Context: an optimization exercise on an open-source flow, tuned for small area, a short achievable clock period and few clock cycles. The choices shown serve that exercise and are no tape-out recipe.
The RTL was checked by simulation tests, not by an equivalence proof against the original design.
Power is estimated from default activity; no workload was simulated.

<file path="flow/design.v">
module ysyx_24090012(
    input         clk,          
    input         reset,          
    input         io_interrupt,   
    input         io_master_awready,
    output        io_master_awvalid,
    output [31:0] io_master_awaddr,
    output [3:0]  io_master_awid,
    output [7:0]  io_master_awlen,
    output [2:0]  io_master_awsize,
    output [1:0]  io_master_awburst,
    input         io_master_wready,
    output        io_master_wvalid,
    output [31:0] io_master_wdata,
    output [3:0]  io_master_wstrb,
    output        io_master_wlast,
    output        io_master_bready,
    input         io_master_bvalid,
    input  [1:0]  io_master_bresp,
    input  [3:0]  io_master_bid,
    input         io_master_arready,
    output        io_master_arvalid,
    output [31:0] io_master_araddr,
    output [3:0]  io_master_arid,
    output [7:0]  io_master_arlen,
    output [2:0]  io_master_arsize,
    output [1:0]  io_master_arburst,
    output        io_master_rready,
    input         io_master_rvalid,
    input  [1:0]  io_master_rresp,
    input  [31:0] io_master_rdata,
    input         io_master_rlast,
    input  [3:0]  io_master_rid
);
localparam NL = 4;               
localparam LB = 2;               
localparam NW = 4;               
localparam WB = 2;               
localparam TB = 1 + 16 - LB - WB - 2;
reg  [31:0] pcf;
reg  [31:0] cdata [0:NL*NW-1];
reg  [TB-1:0] ctag [0:NL-1];
reg  [NL*NW-1:0] wv;             
reg  [31:0] rf [1:15];
reg         w_en;                
reg  [3:0]  w_rd;
reg  [31:0] w_data;
reg         x_valid;
reg  [31:0] x_pc, x_inst, x_a, x_ob;
reg         x_pred;
reg         xk_op, xk_opi, xk_ld, xk_st, xk_br, xk_jal, xk_jalr, xk_sys, xk_redir, xk_ecall;
reg         xs_alu, xs_imm, xs_auipc, xs_pc4, xs_csr, xs_zext;    
reg         x_wen;               
reg  [1:0]  bstate;
localparam B_IDLE = 2'd0, B_WR = 2'd1, B_LD = 2'd2, B_IF = 2'd3;
reg         ar_v, aw_v, w_v;
reg  [31:0] addr_q;              
reg  [LB-1:0] fill_idx;
reg  [7:0]  ar_len;
reg  [2:0]  ar_size;
reg  [31:0] st_data;
reg  [3:0]  st_strb;
reg  [2:0]  st_size;
reg         st_pend;
reg  [WB-1:0] fill_word;
reg         ld_issued;
reg         ld_clint;
reg         r_v, r_tz;
reg  [31:0] mstatus, mtvec, mepc, mcause;
reg         pend_v;
reg  [1:0]  pend_sel;
reg  [31:0] pend_data;
reg  [11:0] tpre;
reg  [57:0] tcnt;
wire [LB-1:0] f_idx  = pcf[LB+WB+1:WB+2];
wire [WB-1:0] f_word = pcf[WB+1:2];
wire [TB-1:0] f_tag  = {pcf[28], pcf[15:LB+WB+2]};
wire        f_hit  = wv[{f_idx, f_word}] && (ctag[f_idx] == f_tag);
wire [31:0] f_inst = cdata[{f_idx, f_word}];
wire [6:0]  f_op  = f_inst[6:0];
wire [2:0]  f_f3  = f_inst[14:12];
wire [6:0]  f_f7  = f_inst[31:25];
wire [3:0]  f_rs1 = f_inst[18:15];
wire [3:0]  f_rs2 = f_inst[23:20];
wire [3:0]  f_rd  = f_inst[10:7];
wire        k_lui   = (f_op == 7'b0110111);
wire        k_auipc = (f_op == 7'b0010111);
wire        k_jal   = (f_op == 7'b1101111);
wire        k_jalr  = (f_op == 7'b1100111);
wire        k_br    = (f_op == 7'b1100011);
wire        k_ld    = (f_op == 7'b0000011);
wire        k_st    = (f_op == 7'b0100011);
wire        k_opi   = (f_op == 7'b0010011);
wire        k_op    = (f_op == 7'b0110011);
wire        k_sys   = (f_op == 7'b1110011);
wire [11:0] f_csr   = f_inst[31:20];
wire        k_ecall = k_sys && f_f3 == 3'b000 && f_csr == 12'h000;
wire        k_mret  = k_sys && f_f3 == 3'b000 && f_csr == 12'h302;
wire        k_ebrk  = k_sys && f_f3 == 3'b000 && f_csr == 12'h001;
wire        k_csrw  = k_sys && (f_f3 == 3'b001 || f_f3 == 3'b010);
wire        f_use1 = !(k_lui || k_auipc || k_jal);
wire        f_use2 = k_op || k_br || k_st;
wire        f7_0  = (f_f7 == 7'b0000000);
wire        f7_20 = (f_f7 == 7'b0100000);
wire        op_ok  = f7_0 || (f7_20 && (f_f3 == 3'b000 || f_f3 == 3'b101));
wire        opi_ok = !((f_f3 == 3'b001 && !f7_0) || (f_f3 == 3'b101 && !f7_0 && !f7_20));
wire        s_alu  = (k_op && op_ok) || (k_opi && opi_ok);
wire        s_zext = (k_op && !op_ok) || (k_opi && !opi_ok) || (k_sys && !k_csrw && !k_ecall && !k_mret && !k_ebrk);
wire        f_wen  = (k_opi || k_lui || k_auipc || k_sys || k_jal || k_jalr || k_op || k_ld) && (f_rd != 4'd0);
wire [31:0] f_iimm = {{20{f_inst[31]}}, f_inst[31:20]};
wire [31:0] f_bimm = {{20{f_inst[31]}}, f_inst[7], f_inst[30:25], f_inst[11:8], 1'b0};
wire [31:0] f_uimm = {f_inst[31:12], 12'b0};
wire [12:0] f_tlo  = {1'b0, pcf[11:0]} + {1'b0, f_bimm[11:0]};
wire [19:0] f_hm1  = pcf[31:12] - 20'd1;
wire [31:0] f_tgt  = {f_tlo[12] ? pcf[31:12] : f_hm1, f_tlo[11:0]};
wire        f_pred = k_br && f_inst[31];
wire [31:0] f_pc4  = pcf + 32'd4;
wire [31:0] f_imm  = k_lui ? f_uimm : f_iimm;
wire [2:0]  f3 = x_inst[14:12];
wire [3:0]  x_rd = x_inst[10:7];
wire [11:0] x_csr = x_inst[31:20];
wire        sub_op = xk_op && x_inst[30];
wire [31:0] sum = x_a + (sub_op ? ~x_ob : x_ob) + {31'b0, sub_op};
wire        ltu = (x_a < x_ob);
wire        lts = ($signed(x_a) < $signed(x_ob));
wire        eq  = (x_a == x_ob);
wire [4:0]  shamt = x_ob[4:0];
wire [31:0] sll = x_a << shamt;
wire [31:0] shr = $signed({x_inst[30] & x_a[31], x_a}) >>> shamt;
reg  [31:0] alu;
always @(*) begin
    case (f3)
        3'd0: alu = sum;
        3'd1: alu = sll;
        3'd2: alu = {31'b0, lts};
        3'd3: alu = xk_op ? {31'b0, ltu} : {31'b0, (x_a == 32'h0)};
        3'd4: alu = x_a ^ x_ob;
        3'd5: alu = shr[31:0];
        3'd6: alu = x_a | x_ob;
        default: alu = x_a & x_ob;
    endcase
end
wire        c_mstatus = (x_csr == 12'h300);
wire        c_mtvec   = (x_csr == 12'h305);
wire        c_mepc    = (x_csr == 12'h341);
wire        c_mcause  = (x_csr == 12'h342);
wire [31:0] csr_rd = (c_mstatus ? mstatus : 32'h0) | (c_mtvec ? mtvec : 32'h0) |
                     (c_mepc ? mepc : 32'h0) | (c_mcause ? mcause : 32'h0) |
                     ((x_csr == 12'hF11) ? 32'h79737978 : 32'h0) |
                     ((x_csr == 12'hF12) ? 32'h016F959E : 32'h0);
wire        csr_wr  = xs_csr && (c_mstatus || c_mtvec || c_mepc || c_mcause);
wire [31:0] pc4 = x_pc + 32'd4;
wire [31:0] res = ({32{xs_alu}} & alu) | ({32{xs_imm}} & x_ob) | ({32{xs_auipc}} & {x_pc[31:12] + x_inst[31:12], x_pc[11:0]}) |
                  ({32{xs_pc4}} & pc4) | ({32{xs_csr}} & csr_rd) | ({32{xs_zext}} & {24'b0, x_a[7:0]});
reg br_cond;
always @(*) begin
    case (f3)
        3'b000: br_cond = eq;
        3'b001: br_cond = !eq;
        3'b100: br_cond = lts;
        3'b101: br_cond = !lts;
        3'b110: br_cond = ltu;
        3'b111: br_cond = !ltu;
        default: br_cond = 1'b0;
    endcase
end
wire        br_eff  = xk_jal || (xk_br && br_cond);
wire        mispred = (xk_br || xk_jal) && (br_eff != x_pred);
wire [31:0] x_bimm  = {{20{x_inst[31]}}, x_inst[7], x_inst[30:25], x_inst[11:8], 1'b0};
wire [31:0] x_jimm  = {{12{x_inst[31]}}, x_inst[19:12], x_inst[20], x_inst[30:21], 1'b0};
wire [31:0] br_pc   = br_eff ? (x_pc + (xk_jal ? x_jimm : x_bimm)) : pc4;
wire [31:0] redir_raw = xk_jalr ? {sum[31:1], 1'b0} : (xk_ecall ? mtvec : mepc);
wire [1:0]  lo = sum[1:0];
wire [31:0] x_simm = {{20{x_inst[31]}}, x_inst[31:25], x_inst[11:7]};
wire [31:0] st_sum = x_a + x_simm;
wire [1:0]  slo = st_sum[1:0];
wire [2:0]  ld_size = (f3 == 3'b001 || f3 == 3'b101) ? 3'd1 : (f3 == 3'b010) ? 3'd2 : 3'd0;
wire [2:0]  sd_size = (f3 == 3'b001) ? 3'd1 : (f3 == 3'b010) ? 3'd2 : 3'd0;
reg  [3:0]  sd_strb;
always @(*) begin
    case (sd_size)
        3'd0: sd_strb = 4'b0001 << slo;
        3'd1: sd_strb = (slo == 2'b00) ? 4'b0011 : (slo == 2'b10) ? 4'b1100 : 4'b0000;
        default: sd_strb = (slo == 2'b00) ? 4'b1111 : 4'b0000;
    endcase
end
wire [31:0] sd_data = (sd_size == 3'd0) ? {4{x_ob[7:0]}} : (sd_size == 3'd1) ? {2{x_ob[15:0]}} : x_ob;
wire        is_clint = (sum[31:16] == 16'h0200);
wire [31:0] tword = (sum[3:0] == 4'hC) ? {6'b0, tcnt[57:32]} : tcnt[31:0];
wire        bus_free = (bstate == B_IDLE) ||
                       (bstate == B_WR && io_master_bvalid) ||
                       (bstate == B_LD && ld_clint) ||
                       ((bstate == B_LD || bstate == B_IF) && io_master_rvalid && io_master_rlast);
wire        x_st_go = xk_st && !st_pend && !ar_v;    
wire        ld_req  = xk_ld && !ld_issued && !st_pend;
wire        ld_done = ld_issued && (ld_clint || ((bstate == B_LD) && io_master_rvalid));
wire [31:0] ld_word = ld_clint ? tword : io_master_rdata;
wire        ld_uns = (f3 == 3'b100 || f3 == 3'b101);
reg  [31:0] ld_val;
always @(*) begin
    case (ld_size)
        3'd0: begin
            case (lo)
                2'd0: ld_val = {{24{!ld_uns & ld_word[7]}},  ld_word[7:0]};
                2'd1: ld_val = {{24{!ld_uns & ld_word[15]}}, ld_word[15:8]};
                2'd2: ld_val = {{24{!ld_uns & ld_word[23]}}, ld_word[23:16]};
                default: ld_val = {{24{!ld_uns & ld_word[31]}}, ld_word[31:24]};
            endcase
        end
        3'd1: ld_val = (lo == 2'd0) ? {{16{!ld_uns & ld_word[15]}}, ld_word[15:0]} :
                       (lo == 2'd2) ? {{16{!ld_uns & ld_word[31]}}, ld_word[31:16]} : 32'h0;
        default: ld_val = (lo == 2'd0) ? ld_word : 32'h0;
    endcase
end
wire        x_done  = xk_st ? !st_pend : (xk_ld ? ld_done : (xk_redir ? r_v : 1'b1));
wire        x_stall = !x_done;
wire        csr_go  = x_valid && csr_wr;        
wire        x_wr    = x_wen && x_done;
wire        fwd_ok = x_wen && !xk_ld;
wire [31:0] rf1 = (f_rs1 == 4'd0) ? 32'h0 : rf[f_rs1];
wire [31:0] rf2 = (f_rs2 == 4'd0) ? 32'h0 : rf[f_rs2];
wire [31:0] w1  = (w_en && w_rd == f_rs1) ? w_data : rf1;
wire [31:0] w2  = (w_en && w_rd == f_rs2) ? w_data : rf2;
wire [31:0] f_a = (fwd_ok && x_rd == f_rs1) ? res : w1;
wire [31:0] f_b = (fwd_ok && x_rd == f_rs2) ? res : w2;
wire        f_haz = xk_ld && x_wen &&
                    ((f_use1 && f_rs1 == x_rd) || (f_use2 && f_rs2 == x_rd));
wire        f_block = xk_redir || mispred;
wire        f_adv = f_hit && !x_stall && !f_haz && !f_block;
wire        if_req = !f_hit && !xk_redir && !r_v && (bstate != B_IF) && !(xk_ld && !ld_issued);
wire        st_wr = st_pend || x_st_go;              
wire        go_wr = bus_free && st_wr;
wire        go_ld = bus_free && !st_wr && ld_req;
wire        go_if = bus_free && !st_wr && !ld_req && if_req;
wire        pc_take_tgt = f_pred && !r_v && !mispred;
wire [31:0] pc_other = r_v ? (r_tz ? pc4 : redir_raw) : mispred ? br_pc : f_pc4;
wire        pc_en = r_v || mispred || f_adv;
always @(posedge clk) begin
    if (reset) begin
        pcf <= 32'h3000_0000;
        wv <= {(NL*NW){1'b0}};
        x_valid <= 1'b0;
        xk_ld <= 1'b0; xk_st <= 1'b0; xk_br <= 1'b0; xk_jal <= 1'b0; xk_redir <= 1'b0; x_wen <= 1'b0;
        w_en <= 1'b0;
        bstate <= B_IDLE;
        ar_v <= 1'b0; aw_v <= 1'b0; w_v <= 1'b0;
        st_pend <= 1'b0;
        ld_issued <= 1'b0; ld_clint <= 1'b0;
        r_v <= 1'b0;
        mstatus <= 32'h0; mtvec <= 32'h0; mepc <= 32'h0; mcause <= 32'h0;
        pend_v <= 1'b0;
        tpre <= 12'h0; tcnt <= 58'h0;
    end else begin
        tpre <= tpre + 12'h1;
        if (tpre == 12'hFFF) tcnt <= tcnt + 58'h1;
        if (pc_en) pcf <= pc_take_tgt ? f_tgt : pc_other;
        r_v <= xk_redir && !r_v;
        if (!x_stall) begin
            x_valid <= f_adv;
            xk_ld <= f_adv && k_ld; xk_st <= f_adv && k_st; xk_br <= f_adv && k_br;
            xk_jal <= f_adv && k_jal; xk_redir <= f_adv && (k_jalr || k_ecall || k_mret);
            x_wen <= f_adv && f_wen;
        end
        w_en <= x_wr;
        if (pend_v && (!x_valid || !xk_redir || r_v)) begin
            pend_v <= 1'b0;
            case (pend_sel)
                2'd0: mstatus <= pend_data;
                2'd1: mtvec <= pend_data;
                2'd2: mepc <= pend_data;
                default: mcause <= pend_data;
            endcase
        end
        if (csr_go) pend_v <= 1'b1;
        if (x_valid && xk_ecall && r_v) begin
            mepc <= x_pc;
            mcause <= 32'h0000000b;
        end
        if (w_v && io_master_wready) st_pend <= 1'b0;
        if (x_st_go) st_pend <= 1'b1;
        if (ld_done) begin ld_issued <= 1'b0; ld_clint <= 1'b0; end
        if (ar_v && io_master_arready) ar_v <= 1'b0;
        if (aw_v && io_master_awready) aw_v <= 1'b0;
        if (w_v && io_master_wready) w_v <= 1'b0;
        if (bstate == B_IF && io_master_rvalid) wv[{fill_idx, fill_word}] <= 1'b1;
        if (bus_free) bstate <= B_IDLE;
        if (go_wr) begin
            bstate <= B_WR;
            aw_v <= 1'b1; w_v <= 1'b1;
        end
        if (go_ld) begin
            bstate <= B_LD;
            ar_v <= !is_clint;
            ld_issued <= 1'b1; ld_clint <= is_clint;
        end
        if (go_if) begin
            bstate <= B_IF;
            ar_v <= 1'b1;
            if (ctag[f_idx] != f_tag) wv[f_idx*NW +: NW] <= {NW{1'b0}};
        end
    end
end
always @(posedge clk) begin
    r_tz <= (redir_raw == 32'h0);
    if (!x_stall) begin
        x_pc <= pcf; x_inst <= f_inst;
        x_a <= f_a; x_ob <= (k_op || k_br || k_st) ? f_b : f_imm;
        x_pred <= f_pred;
        xk_op <= k_op; xk_opi <= k_opi;
        xk_jalr <= k_jalr; xk_sys <= k_sys; xk_ecall <= k_ecall;
        xs_alu <= s_alu; xs_imm <= k_lui; xs_auipc <= k_auipc; xs_pc4 <= k_jal || k_jalr;
        xs_csr <= k_csrw; xs_zext <= s_zext;
    end
    if (w_en) rf[w_rd] <= w_data;
    w_rd <= x_rd;
    w_data <= xk_ld ? ld_val : res;
    if (csr_go) begin
        pend_sel <= c_mstatus ? 2'd0 : c_mtvec ? 2'd1 : c_mepc ? 2'd2 : 2'd3;
        pend_data <= (f3 == 3'b001) ? x_a : (csr_rd | x_a);
    end
    if (x_st_go) begin
        st_data <= sd_data; st_strb <= sd_strb; st_size <= sd_size;
    end
    if (x_st_go || go_ld || go_if) addr_q <= x_st_go ? st_sum : (ld_req ? sum : {pcf[31:2], 2'b00});
    if (go_ld || go_if) begin
        ar_len <= ld_req ? 8'd0 : {{(8-WB){1'b0}}, ~f_word};
        ar_size <= ld_req ? ld_size : 3'd2;
    end
    if (bstate == B_IF && io_master_rvalid) begin
        cdata[{fill_idx, fill_word}] <= io_master_rdata;
        fill_word <= fill_word + 1'b1;
    end
    if (go_if) begin
        fill_idx <= f_idx;
        fill_word <= f_word;
        ctag[f_idx] <= f_tag;
    end
end
assign io_master_awvalid = aw_v;
assign io_master_awaddr  = addr_q;
assign io_master_awid    = 4'h0;
assign io_master_awlen   = 8'd0;
assign io_master_awsize  = st_size;
assign io_master_awburst = 2'b01;
assign io_master_wvalid  = w_v;
assign io_master_wdata   = st_data;
assign io_master_wstrb   = st_strb;
assign io_master_wlast   = 1'b1;
assign io_master_bready  = 1'b1;
assign io_master_arvalid = ar_v;
assign io_master_araddr  = addr_q;
assign io_master_arid    = 4'h0;
assign io_master_arlen   = ar_len;
assign io_master_arsize  = ar_size;
assign io_master_arburst = 2'b01;
assign io_master_rready  = 1'b1;
endmodule
</file>
<file path="flow/flow/run.sh">
#!/bin/bash
# The standard layout (standard.sh), with the setup repair aimed at 12 ns of slack
# at the design's 16 ns clock, so that repair_timing keeps shortening the critical paths.
set -euo pipefail
bash standard.sh SETUP_SLACK_MARGIN=12 finish > standard_flow.log 2>&1
</file>
<file path="flow/standard.sh">
#!/bin/bash
# synth_recipe.tcl (not shown) runs the flow's synth.tcl, then flattens the netlist and writes it again
# the make line also repeats each setting of config.mk as NAME=value (left out here)
make -C /OpenROAD-flow-scripts/flow DESIGN_CONFIG=/design/flow/config.mk WORK_HOME=/design/flow/orfs CLKGATE_MAP_FILE= SYNTH_SCRIPT=/design/flow/synth_recipe.tcl "${@:-finish}"
</file>
<file path="flow/config.mk">
export PLATFORM = sky130hd
export DESIGN_NAME = ysyx_24090012
export DESIGN_NICKNAME = ysyx_24090012
export VERILOG_FILES = /design/flow/design.v
export SDC_FILE = /design/flow/constraint.sdc
export NUM_CORES = 4
export LEC_CHECK = 0
export CAP_MARGIN = 30
export CORE_MARGIN = 2
export CORE_UTILIZATION = 55
export SLEW_MARGIN = 30
</file>
<file path="flow/constraint.sdc">
create_clock -name core_clock -period 16.0 [get_ports {clk}]
set_input_delay 3.2000 -clock core_clock [delete_from_list [all_inputs] [get_ports {clk}]]
set_output_delay 3.2000 -clock core_clock [all_outputs]
set_load 0.01 [all_outputs]
</file>
==> impl_metrics.csv, run 1 <==
group,metric,value,unit
route,routedWlPerCell,35.9,um
place,place_ws,9110,ps
run,maxCapViolCount,0,
floorplanning,start_util,0.556,
route,vias,69500,
synthesis,synth_top_area_share,0.454,
cells_and_area,stdcell_area,106000,um^2
power,p_leak,0.0375,uW
synthesis,avgSynthCellArea,12.1,um^2
grt,grt_util_all_layers,0.433,
cts,cts_tree,"built",
route,drc_errors,0,
timing,period_share,0.288,
timing,setup_viol,0,
grt,gr-total-overflow,0,
place,place_area,88200,um^2
route,ant_nets,0,
synthesis,seq_area_frac_synth,0.526,
route,wl,354000,um
timing,clock.fmax,217,MHz
route,drt_iter0_markers,10400,
place,gp_congestion,1.06,
floorplanning,fp.dieW,396,um
timing,fin_skew,77.9,ps
floorplanning,coreArea,152000,um^2
floorplanning,pin_count,193,
floorplanning,die_y,396,um
timing,rsz0062_at_grt,"yes",
timing,holdWs,442,ps
worst_setup_path,critPathTopFamily,"flip-flops",
cts,clock_path_buffers,3,
floorplanning,rows,143,
cts,clkTransAtPathRegs,70,ps
cells_and_area,layout_common_cells,"1,279 x edfxtp_1, 749 x nand2_1, 490 x nor2_1",
cells_and_area,syn2layout_area_growth,25.2,%
grt,grt_use_met2,0.639,
route,vias_per_cell,7.05,
route,drtPass1Iterations,10,
synthesis,netlist_instances,7014,
cells_and_area,layout.nets,7971,
synthesis,synth_area_leader_cell,"edfxtp_1",
worst_setup_path,end_kind,"primary output",
cells_and_area,multi_input_area,41700,um^2
grt,first_global_vias,64500,
synthesis,ys.flop_type,"edfxtp_1",
place,port_buffers,148,
timing,slew_headroom,0.272,
synthesis,async_flop_share,0,
synthesis,synth_cell_types,106,
run_status,outcome,"no timing/DRC/antenna violations",
cts,cts_inserted_buffers,168,
power,power.density,89.7,nW/um^2
grt,gr-usage-met3,0.120,
floorplanning,dieArea,157000,um^2
grt,grt_pass1_wl,480000,um
worst_setup_path,crit_chain,"buf_2",
place,dp_hpwl,204000,um
timing,worst_slack,11400,ps
cells_and_area,layout_commonest_cell,"edfxtp_1",
cts,cts_root_buf,"clkbuf_16",
worst_setup_path,crit_fanout,2,
grt,grt_busiest_layer,"met2",
power,vdd_drop_max,0.127,mV
worst_setup_path,cp_num_buf_inv,1,
synthesis,synth_seq_cells,1584,
worst_setup_path,arrival,1400,ps
cells_and_area,seq_area,44500,um^2
cells_and_area,num-fill-cells,10700,
worst_setup_path,critical_path_class,"flip-flop to primary output",
grt,grt_util_met1,0.559,
cts,clock_latency,850,ps
synthesis,synth_edf_count,1279,
timing,slew_viol_final,0,
hold_path,hp-class,"flip-flop to flip-flop",
timing,period_minus_slack,4600,ps
synthesis,yosys_warnings,1,
timing,worst_pin_slew,1090,ps
synthesis,synth_area_leaders,"edfxtp_1 45%, mux4_2 11%, dfxtp_1 7.2%, nand2_1 3.4%, ha_1 3.4%",
timing,finalHoldViolations,0,
synthesis,synth.cell_area,84600,um^2
grt,antenna_found_initial,13,
cts,clock-sinks,1584,
worst_setup_path,start_kind,"flip-flop",
grt,grt_max_degree,78,
worst_setup_path,worstPathRequired,12800,ps
timing,tns,0,ps
cells_and_area,drive_above_1_share,0.299,
worst_setup_path,slowest_stage,"edfxtp_1",
cts,htreeDepth,4,
worst_setup_path,slowest_delay,420,ps
## synth_stat cells, types with 28 or more instances
library cell and count:
dfxtp_1 305, nor4_1 39, nand2b_1 42, buf_4 82
nand2_1 775, mux2i_1 187, edfxtp_1 1279, nor2_1 555
or3_1 44, a221oi_1 68, a211oi_1 134, ha_1 229
a21oi_1 561, buf_2 51, a222oi_1 43, o211ai_1 45
a22oi_1 48, o21ai_0 235, nor3_1 101, inv_1 157
mux4_2 430, nor2b_1 28, and2_1 38, a311oi_1 28
xnor2_1 161, and3_1 69, a21o_1 68, xor2_1 104
a31oi_1 83, nand3_1 136, clkbuf_1 316, buf_1 56
nand4_1 44
## cells by family after synthesis
| group | Yosys count | synth area share |
|---|---|---|
| compound gates | 1620 | 0.125 |
| xor+xnor | 265 | 0.0274 |
| fa+ha+maj | 234 | 0.0351 |
| buf+inv | 689 | 0.0369 |
| flops | 1584 | 0.526 |
| mux | 656 | 0.144 |
| other cells | 2 | 0.0000888 |
| simple gates | 1964 | 0.105 |
## report_power, final
| group | internal (uW) | switching, uW |
|---|---|---|
| Combinational | 423 | 640 |
| Clock | 2160 | 1730 |
| Sequential | 4510 | 48.4 |
## state kept, by name (all words and copies together) (netlist names), 32 cells and up, named ones only
name,cells
ctag,44
addr_q,32
tcnt,58
w_data,32
x_ob,32
cdata,512
mtvec,32
pend_data,32
pcf,32
x_pc,32
rf,480
mepc,32
x_a,32
mstatus,32
st_data,32
mcause,32
## path summary, 6_finish.rpt
kind | startpoint | endpoint | slack (ps) | cells after the start
hold reg to reg | pcf[0]$_SDFFE_PP0P_ | x_pc[0]$_DFFE_PN_ | 440 | 0
setup reg to reg | x_ob[17]$_DFFE_PN_ | pcf[7]$_SDFFE_PP0N_ | 11570 | 18
hold / removal | pcf[0]$_SDFFE_PP0P_ | x_pc[0]$_DFFE_PN_ | 440 | 0
setup / recovery | addr_q[19]$_DFFE_PP_ | io_master_araddr[19] | 11400 | 1
## metrics by stage
| step | util | instances | total power, uW |
|---|---|---|---|
| 2_1_floorplan | - | 7043 | 5100 |
| 3_3_place_gp | 0.579 | 8859 | 5400 |
| 3_5_place_dp | 0.579 | 8860 | 5410 |
| 4_1_cts | 0.666 | 9582 | 9380 |
| 5_1_grt | 0.695 | 9841 | 9720 |
| 6_report | 0.695 | 9847 | 9500 |
## layer usage
layer	wire, um	share of wire
met1	122000	0.34
met2	154000	0.43
met3	47400	0.13
met4	31300	0.089
met5	60	0.00017
## what timing repair did
item / CTS / global route
gates cloned: 68 / 33
buffers inserted: 357 / 224
hold buffers: 0 / 0
gates resized for setup: 1290 / 413
setup endpoints to repair: 1119 / 732
pin swaps: 212 / 183
## layout make-up
cell class              count  area share
clock buffers             203      0.0420
inverters                 166     0.00730
repair inverters            3    0.000295
multi-input cells        4799       0.394
well taps                2030      0.0240
repair buffers            962       0.103
flip-flops and latches   1584       0.421
clock inverters            94     0.00904
diodes                      6    0.000142
Testbench counts, summed over its fixed seeds: cycles 1,380,453.
==> inputs of run 2 (changes only) <==
--- a/flow/design.v
+++ b/flow/design.v
@@ -237,2 +237,3 @@
 wire        pc_en = r_v || mispred || f_adv;
+integer i;
 always @(posedge clk) begin
@@ -298,3 +299,4 @@
             ar_v <= 1'b1;
-            if (ctag[f_idx] != f_tag) wv[f_idx*NW +: NW] <= {NW{1'b0}};
+            for (i = 0; i < NW; i = i + 1)
+                if (ctag[f_idx] != f_tag || i >= f_word) wv[f_idx*NW + i] <= 1'b0;
         end
@@ -328,6 +330,4 @@
     end
-    if (bstate == B_IF && io_master_rvalid) begin
-        cdata[{fill_idx, fill_word}] <= io_master_rdata;
-        fill_word <= fill_word + 1'b1;
-    end
+    if (bstate == B_IF) cdata[{fill_idx, fill_word}] <= io_master_rdata;
+    if (bstate == B_IF && io_master_rvalid) fill_word <= fill_word + 1'b1;
     if (go_if) begin
==> flow/flow/run.sh (replaced) <==
#!/bin/bash
# The standard layout (standard.sh), with the setup repair aimed at 11.5 ns of slack
# at the design's 16 ns clock, so that repair_timing keeps shortening the critical paths.
set -euo pipefail
bash standard.sh SETUP_SLACK_MARGIN=11.5 finish > standard_flow.log 2>&1
==> run 2 against run 1 <==
Still clean. Combinational power rose by 6%. Largest power group unchanged. Critical path depth rose by 15. Highest routed layer unchanged. Worst hold slack got worse by 5.1 ps.
==> impl_metrics.csv, run 2 <==
group,metric,value,unit
run_status,outcome,"no timing/DRC/antenna violations",
cells_and_area,layout_common_cells,"1,279 x edfxtp_1, 743 x nand2_1, 521 x nor2_1",
synthesis,synthAdderAreaFrac,0.0354,
synthesis,synth_mux_area_frac,0.150,
grt,gr-total-overflow,0,
worst_setup_path,critical_path_class,"flip-flop to flip-flop",
synthesis,synth_seq_cells,1584,
floorplanning,die_y,397,um
timing,fin_skew,49.4,ps
floorplanning,rows,144,
synthesis,synth_commonest_cells,"1,279 x edfxtp_1, 753 x nand2_1, 549 x nor2_1, 497 x a21oi_1, 465 x mux4_2",
floorplanning,dieArea,157000,um^2
route,drc_errors,0,
synthesis,synth_cell_types,100,
floorplanning,start_util,0.552,
timing,tns,0,ps
floorplanning,coreArea,154000,um^2
timing,worst_pin_slew,1120,ps
synthesis,seq_area_frac_synth,0.525,
route,ant_nets,0,
power,power_frac_comb,0.117,
place,dp_hpwl,208000,um
synthesis,synth_top_family_by_area,"multiplexers",
route,wl,333000,um
timing,worst_slack,11400,ps
synthesis,avgSynthCellArea,12.1,um^2
power,p_leak,0.0345,uW
grt,antenna_found_initial,24,
synthesis,netlist_instances,7016,
cts,cts_hold_buffers,0,
place,dp_cells,8902,
cells_and_area,reg.largest.list,"cdata x512, rf x480, tcnt x58",
synthesis,synth_most_common_cell,"edfxtp_1",
cts,cts_inserted_buffers,168,
synthesis,synth_area_leaders,"edfxtp_1 45%, mux4_2 12%, dfxtp_1 7.2%, ha_1 3.4%, nand2_1 3.3%",
power,vdd_drop_max,0.113,mV
cells_and_area,drive_above_1_share,0.221,
grt,grt_util_all_layers,0.414,
route,routedWlPerCell,35.2,um
floorplanning,pin_count,193,
worst_setup_path,start_kind,"flip-flop",
worst_setup_path,worstPathRequired,16740,ps
cts,cts_tree,"built",
cts,clock_path_buffers,3,
cells_and_area,instances_no_fill,9470,
worst_setup_path,worstSetupStartpoint,"x_ob[31]$_DFFE_PN_",
grt,grt_pass1_wl,462000,um
place,port_buffers,148,
worst_setup_path,end_kind,"flip-flop",
cts,cts_root_buf,"clkbuf_16",
floorplanning,fp.dieW,397,um
worst_setup_path,crit_fanout,17,
grt,grt_util_met1,0.557,
synthesis,yosys.area_share.simple,0.104,
power,power.share.clock,0.409,
timing,period_minus_slack,4600,ps
timing,setup_viol,0,
route,drtPass1Iterations,9,
power,power.density,97.3,nW/um^2
synthesis,synth_xor_area_frac,0.0281,
synthesis,yosys_warnings,1,
power,p_sw,2500,uW
route,vias_per_cell,7.01,
cells_and_area,layout.nets,7569,
power,internal-power,7070,uW
cells_and_area,largest_reg_flops,512,
timing,slew_viol_final,0,
power,switching_share,0.261,
synthesis,synth_top_area_share,0.453,
run,maxCapViolCount,0,
timing,clock.fmax,218,MHz
grt,grt_max_degree,100,
grt,grt_use_met2,0.608,
worst_setup_path,r2r_end,"pcf[2]$_SDFFE_PP0P_",
grt,first_global_vias,61700,
cts,clock_latency,850,ps
grt,gr-usage-met3,0.108,
synthesis,async_flop_share,0,
cts,clkTransAtPathRegs,60,ps
worst_setup_path,crit_end,"pcf[2]$_SDFFE_PP0P_",
timing,finalHoldViolations,0,
timing,period_share,0.287,
cts,clock-sinks,1584,
route,vias,66400,
synthesis,synth_area_leader_cell,"edfxtp_1",
synthesis,synth_compound_area_frac,0.122,
grt,grt_busiest_layer,"met2",
worst_setup_path,rr_startpoint,"x_ob[31]$_DFFE_PN_",
timing,rsz0062_at_grt,"yes",
worst_setup_path,arrival,5340,ps
place,gp_congestion,1.07,
hold_path,hp-class,"flip-flop to flip-flop",
synthesis,synth_edf_count,1279,
cells_and_area,largest_register,"cdata",
synthesis,synth.cell_area,84800,um^2
timing,slew_headroom,0.245,
cells_and_area,layout_commonest_cell,"edfxtp_1",
place,place_ws,9310,ps
cells_and_area,syn2layout_area_growth,16.1,%
route,drt_iter0_markers,10500,
cts,htreeDepth,4,
synthesis,ys.flop_type,"edfxtp_1",
power,pwr-share-seq,0.474,
worst_setup_path,reg2regPathDepth,16,
worst_setup_path,reg2reg_setup_slack,11400,ps
==> run 2: cell count changes after synthesis, sizes merged, moves of 21 or more <==
cell,before,now
mux4,444,465
clkbuf,316,340
inv,160,182
a21oi,562,498
a22oi,48,117
nand2b,42,68
nand2,778,754
buf,207,186
==> run 2: routing by layer <==
metal,vias up,share of wire
met3,1130,0.12
met5,-,0.00050
met4,24,0.076
met2,4823,0.43
li1,27500,-
met1,33000,0.37
==> run 2: cell families (layout without fill, tap and decap cells) <==
| kind of cell | count (synthesis) | count (layout) |
|---|---|---|
| AOI/OAI and AO/OA | 1582 | 1582 |
| xor gates and xnor gates | 272 | 272 |
| adders and majority gates | 237 | 237 |
| buffers and inverters | 712 | 1081 |
| DFF | 1584 | 1584 |
| muxes | 686 | 689 |
| other | 2 | 37 |
| and+or+nand+nor | 1941 | 1944 |
==> run 2: final cells by class <==
type / count / area, um^2
tap: 2044 / 2560
antenna: 6 / 15.0
clock buffer: 211 / 4410
clock inverter: 100 / 1090
fill: 11800 / 55100
multi-input combinational: 4755 / 39500
timing repair buffer: 584 / 5570
sequential: 1584 / 44500
inverter: 186 / 771
==> run 2: worst min-delay path by stage <==
stage	slack (ps)	cells after the start	endpoint	startpoint
2_1_floorplan	370	0	w_rd[3]$_DFF_P_	x_inst[10]$_DFFE_PN_
3_3_place_gp	420	0	x_pc[0]$_DFFE_PN_	pcf[0]$_SDFFE_PP0P_
3_5_place_dp	430	0	x_pc[0]$_DFFE_PN_	pcf[0]$_SDFFE_PP0P_
4_1_cts	430	0	x_pc[0]$_DFFE_PN_	pcf[0]$_SDFFE_PP0P_
5_1_grt	440	0	x_pc[0]$_DFFE_PN_	pcf[0]$_SDFFE_PP0P_
6_report	440	0	x_pc[0]$_DFFE_PN_	pcf[0]$_SDFFE_PP0P_
==> run 2: per-stage QoR <==
| step | hold WS [ps] | power (uW) | instance area (um^2) | utilization |
|---|---|---|---|---|
| floorplan | 372 | 5180 | 85200 | - |
| global placement | 417 | 5580 | 88500 | 0.577 |
| detailed placement | 430 | 5590 | 88600 | 0.577 |
| CTS | 433 | 9500 | 96600 | 0.630 |
| global route | 442 | 9800 | 98400 | 0.641 |
| finish | 437 | 9570 | 98400 | 0.641 |
==> run 2: what timing repair did <==
item,4_1_cts,5_1_grt
setup endpoints to repair,504,267
pin swaps,63,79
gates resized for setup,773,191
setup buffers,138,83
hold endpoints to repair,0,0
gates cloned,19,9
==> run 2: worst max-delay path: stages (launching register included) <==
cell,delay [ps]
edfxtp_1,570
inv_1,300
ha_4,370
nor3_1,60
nand4_1,80
buf_4,180
a21oi_2,70
or3_1,440
or3b_2,530
mux2i_4,270
nor4_1,130
or4_4,520
buf_4,170
bufbuf_16,300
o21ai_2,160
a21oi_2,90
nor3_2,270
==> run 2: power by group through the flow <==
stage	Combinational, uW	Sequential [uW]	Clock (uW)
after floorplan	544	4630	0
after global placement	947	4630	0
after detailed placement	954	4640	0
after CTS	1010	4540	3940
after global routing	1150	4550	4110
final	1120	4540	3910
Testbench counts of run 2, summed over its fixed seeds: cycles 1,380,453.

separate check: timing with driven ports:
The flow's constraints put no driver on any port. The routed layouts listed below were extracted and timed again, unchanged, in two steps. Step 1, drivers: a clkbuf_16 drives clk and a buf_2 each remaining input, both assumed. Step 2 also shifts input and output timing later by t, the mid clock arrival at the registers, as if the neighbouring blocks saw the same clock. Three values: ideal ports, drivers, drivers and shift; two values: the first two.
| run | shift t [ns] | setup slack, ns | worst setup path at the end |
|---|---|---|---|
| run 1 | 0.892 | 11.398 / 11.317 / 10.805 | input to register |
| run 2 | 0.904 | 11.403 / 11.328 / 10.611 | input to register |
After both steps setup and hold are still met in every run listed. The setup slack of run 2, which loses most, moves by -0.075 ns with the drivers and by -0.792 ns with both steps.
